From an optimization exercise on the open Yosys and OpenROAD flow, aimed at small area; shortcuts taken in it are not production practice. In this exercise RTL edits were held to simulation tests only and were not proved equivalent to the original. No activity file was given, so power comes from the tool's default toggle rates.

==> inputs of trial 4 <==
==> flow/design.v (excerpt) <==
module vfchd_i2cmux (
    input           Clk_ik,
    input           Rst_irq,
    input           IoExpApp12Int_ian,
    input           IoExpApp34Int_ian,
    input           IoExpBstEthInt_ian,
    input           IoExpLosInt_ian,
    input           IoExpBlmInInt_ian,
    output          InitDone_oq,
    output [4:0]    VmeGa_onqb5,
    output          VmeGaP_onq,
    input  [7:0]    Led_ib8,
    output [7:0]    StatusLed_ob8,
    input           GpIo1A2B_i,
    input           EnGpIo1Term_i,
    input           GpIo2A2B_i,
    input           EnGpIo2Term_i,
    input           GpIo34A2B_i,
    input           EnGpIo3Term_i,
    input           EnGpIo4Term_i,
    output          StatusGpIo1A2B_oq,
    output          StatusEnGpIo1Term_oq,
    output          StatusGpIo2A2B_oq,
    output          StatusEnGpIo2Term_oq,
    output          StatusGpIo34A2B_oq,
    output          StatusEnGpIo3Term_oq,
    output          StatusEnGpIo4Term_oq,
    output [7:0]    BlmIn_oqb8,
    output          AppSfp1Present_oq,
    output [15:0]   AppSfp1Id_oq16,
    output          AppSfp1TxFault_oq,
    output          AppSfp1Los_oq,
    input           AppSfp1TxDisable_i,
    input           AppSfp1RateSelect_i,
    output          StatusAppSfp1TxDisable_oq,
    output          StatusAppSfp1RateSelect_oq,
    output          AppSfp2Present_oq,
    output [15:0]   AppSfp2Id_oq16,
    output          AppSfp2TxFault_oq,
    output          AppSfp2Los_oq,
    input           AppSfp2TxDisable_i,
    input           AppSfp2RateSelect_i,
    output          StatusAppSfp2TxDisable_oq,
    output          StatusAppSfp2RateSelect_oq,
    output          AppSfp3Present_oq,
    output [15:0]   AppSfp3Id_oq16,
    output          AppSfp3TxFault_oq,
    output          AppSfp3Los_oq,
    input           AppSfp3TxDisable_i,
    input           AppSfp3RateSelect_i,
    output          StatusAppSfp3TxDisable_oq,
    output          StatusAppSfp3RateSelect_oq,
    output          AppSfp4Present_oq,
    output [15:0]   AppSfp4Id_oq16,
    output          AppSfp4TxFault_oq,
    output          AppSfp4Los_oq,
    input           AppSfp4TxDisable_i,
    input           AppSfp4RateSelect_i,
    output          StatusAppSfp4TxDisable_oq,
    output          StatusAppSfp4RateSelect_oq,
    output          BstSfpPresent_oq,
    output [15:0]   BstSfpId_oq16,
    output          BstSfpTxFault_oq,
    output          BstSfpLos_oq,
    input           BstSfpTxDisable_i,
    input           BstSfpRateSelect_i,
    output          StatusBstSfpTxDisable_oq,
    output          StatusBstSfpRateSelect_oq,
    output          EthSfpPresent_oq,
    output [15:0]   EthSfpId_oq16,
    output          EthSfpTxFault_oq,
    output          EthSfpLos_oq,
    input           EthSfpTxDisable_i,
    input           EthSfpRateSelect_i,
    output          StatusEthSfpTxDisable_oq,
    output          StatusEthSfpRateSelect_oq,
    output          CdrLos_oq,
    output          CdrLol_oq,
    input           I2cWbCyc_i,
    input           I2cWbStb_i,
    input           I2cWbWe_i,
    input  [11:0]   I2cWbAdr_ib12,
    input  [7:0]    I2cWbDat_ib8,
    output [7:0]    I2cWbDat_ob8,
    output          I2cWbAck_o,
    input           WbCyc_i,
    input           WbStb_i,
    input           WbWe_i,
    input  [31:0]   WbDat_ib32,
    output [31:0]   WbDat_oqb32,
    output          WbAck_oa,
    input           Scl_i,
    input           Sda_i,
    output          SclOe_o,
    output          SdaOe_o
);
==> flow/config.mk <==
export PLATFORM = sky130hd
export DESIGN_NAME = vfchd_i2cmux
export DESIGN_NICKNAME = vfchd_i2cmux
export VERILOG_FILES = /design/flow/design.v
export SDC_FILE = /design/flow/constraint.sdc
export NUM_CORES = 4
export LEC_CHECK = 0
export CAP_MARGIN = 20
export CORE_MARGIN = 2
export CORE_UTILIZATION = 40
export SLEW_MARGIN = 20
==> flow/constraint.sdc <==
create_clock -name core_clock -period 10.0 [get_ports {Clk_ik}]
set_input_delay 2.0000 -clock core_clock [delete_from_list [all_inputs] [get_ports {Clk_ik}]]
set_output_delay 2.0000 -clock core_clock [all_outputs]
set_load 0.01 [all_outputs]
standard.sh (not shown) runs the stock make flow with config.mk's settings and CLKGATE_MAP_FILE= SYNTH_SCRIPT=/design/flow/synth_recipe.tcl, a recipe that flattens the netlist after the stock synthesis.
==> flow/flow/run.sh <==
#!/bin/bash
# Standard ORFS flow (the standard.sh, unchanged synthesis) with smaller port buffers
# and a clock tree of fewer, mid-size buffers.
set -euo pipefail
bash standard.sh \
  BUFFER_PORTS_ARGS="-buffer_cell sky130_fd_sc_hd__buf_1" \
  CTS_ARGS="-sink_clustering_enable -repair_clock_nets -buf_list sky130_fd_sc_hd__clkbuf_16 -sink_clustering_size 30 -sink_clustering_max_diameter 100 -dont_use_dummy_load" \
  finish > standard_flow.log 2>&1
==> inputs of build 49, as changes to trial 4 <==
==> flow/flow/run.sh (replaced) <==
#!/bin/bash
# Standard ORFS flow (the standard.sh, unchanged synthesis) with smaller port buffers
# and smaller clock-tree buffers.
set -euo pipefail
bash standard.sh \
  BUFFER_PORTS_ARGS="-buffer_cell sky130_fd_sc_hd__buf_1" \
  CTS_ARGS="-sink_clustering_enable -repair_clock_nets -buf_list sky130_fd_sc_hd__clkbuf_4 -dont_use_dummy_load" \
  finish > standard_flow.log 2>&1
==> inputs of trial 63, as changes to trial 4 <==
==> flow/flow/run.sh (replaced) <==
#!/bin/bash
# Standard ORFS flow (the standard.sh, unchanged synthesis) with smaller port buffers
# and a clock tree of fewer, mid-size buffers.
set -euo pipefail
bash standard.sh \
  BUFFER_PORTS_ARGS="-buffer_cell sky130_fd_sc_hd__buf_1" \
  CTS_ARGS="-sink_clustering_enable -repair_clock_nets -buf_list sky130_fd_sc_hd__clkbuf_8 -sink_clustering_size 16 -sink_clustering_max_diameter 60 -dont_use_dummy_load" \
  finish > standard_flow.log 2>&1
==> notes <==
Trial 4 completed without violations. Trial 63 completed without violations. Build 49 went through all stages and came out clean.
Cell area: build 49 is larger than trial 63 (about 1.3%).
Count of clock-buffer cells in the layout: build 49 is higher than trial 63 (63).
The highest clock power belongs to build 49, the lowest to trial 4.
In die area, build 49 and trial 4 do not differ.
Global-route usage, lowest first: trial 4, trial 63, build 49.
Sequential share of layout area, highest first: trial 4, trial 63, build 49.
Sequential power is about the same in trial 63 and build 49.
Against trial 63, the wire length of trial 4 is lower by about 0.9%.
Utilization: build 49 is higher than trial 63 (0.58 points).
The highest fmax belongs to build 49, the lowest to trial 63.
==> figures <==
quantity	trial 4	build 49	trial 63
Run status	timing/DRC/antenna clean	timing/DRC/antenna clean	timing/DRC/antenna clean
Internal power	2180 µW	2330 µW	2200 µW
Hold Crit Start	i_Arbiter.IoExpBlmInInt_x3[1]	i_Arbiter.IoExpApp34Int_x3[0]	i_Arbiter.IoExpLosInt_x3[0]
Max_slew headroom	25.2%	23.2%	23.1%
Minimum setup slack in the final design	5.31 ns	5.36 ns	5.30 ns
Switching part of the total power	34.1%	34.4%	34.4%
Net Switching	1130 µW	1220 µW	1160 µW
Wire length on met1	24200 µm	24500 µm	24500 µm
Worst flop-to-flop path endpoint	i_Arbiter.StatusLed_ob8[0]	i_Arbiter.StatusLed_ob8[2]	i_Arbiter.StatusLed_ob8[0]
Routed met3 length	3420 µm	3600 µm	3520 µm
Proportion of cell area occupied by multi-input gates	45.7%	44.9%	45.5%
Fraction of final layout cells with drive strength greater than 1	4.16%	7.55%	4.97%
Proportion of power drawn by the clock network	23.5%	28.5%	24.7%
Met2 Routed Length	24900 µm	25700 µm	25600 µm
Power Combinational	839 µW	842 µW	841 µW
Filler cell count	4415	4415	4413
Clock-cell share of area	2.19%	3.79%	2.61%
Tightest Pin Transition	1.12 ns	1.14 ns	1.15 ns
Clock transition at the register clock pins on the worst setup and hold paths after CTS	0.12 ns	0.06 ns	0.09 ns
Terminating pin of the worst hold path	i_Arbiter.IoExpBlmInInt_x3[2]	i_Arbiter.IoExpApp34Int_x3[1]	i_Arbiter.IoExpLosInt_x3[1]
Antenna diode instance count	0	3	0

==> separate check: timing with driven ports <==
The flow's constraints put no driver on any port. The routed layouts listed below were extracted and timed again, unchanged, in two steps. Step 1, drivers: a clkbuf_16 drives Clk_ik and a buf_2 each remaining input, both assumed. Step 2 moves the port delays by t, midway between the first and last clock arrival at a register: inputs arrive t later, outputs are due t later. That takes back most of the time a late clock gives input paths. a / b / c = ideal / step 1 / step 2; a / b = the first two.
| run | t, ns | setup slack, ns | worst setup path after step 2 | clock arrival spread, ns | slew at the worst register clock pin (ns) |
|---|---|---|---|---|---|
| trial 4 | 0.575 | 5.315 / 5.315 / 4.836 | input to register | 0.053 / 0.053 | 0.12 / 0.12 |
| build 49 | 0.852 | 5.357 / 5.357 / 4.762 | input to register | 0.087 / 0.087 | 0.07 / 0.07 |
| trial 63 | 0.633 | 5.301 / 5.301 / 4.795 | input to register | 0.080 / 0.080 | 0.10 / 0.10 |
After both steps every run listed still meets setup and hold. The setup slack of build 49, which loses most, moves by 0.000 ns with the drivers and by -0.595 ns with both steps.
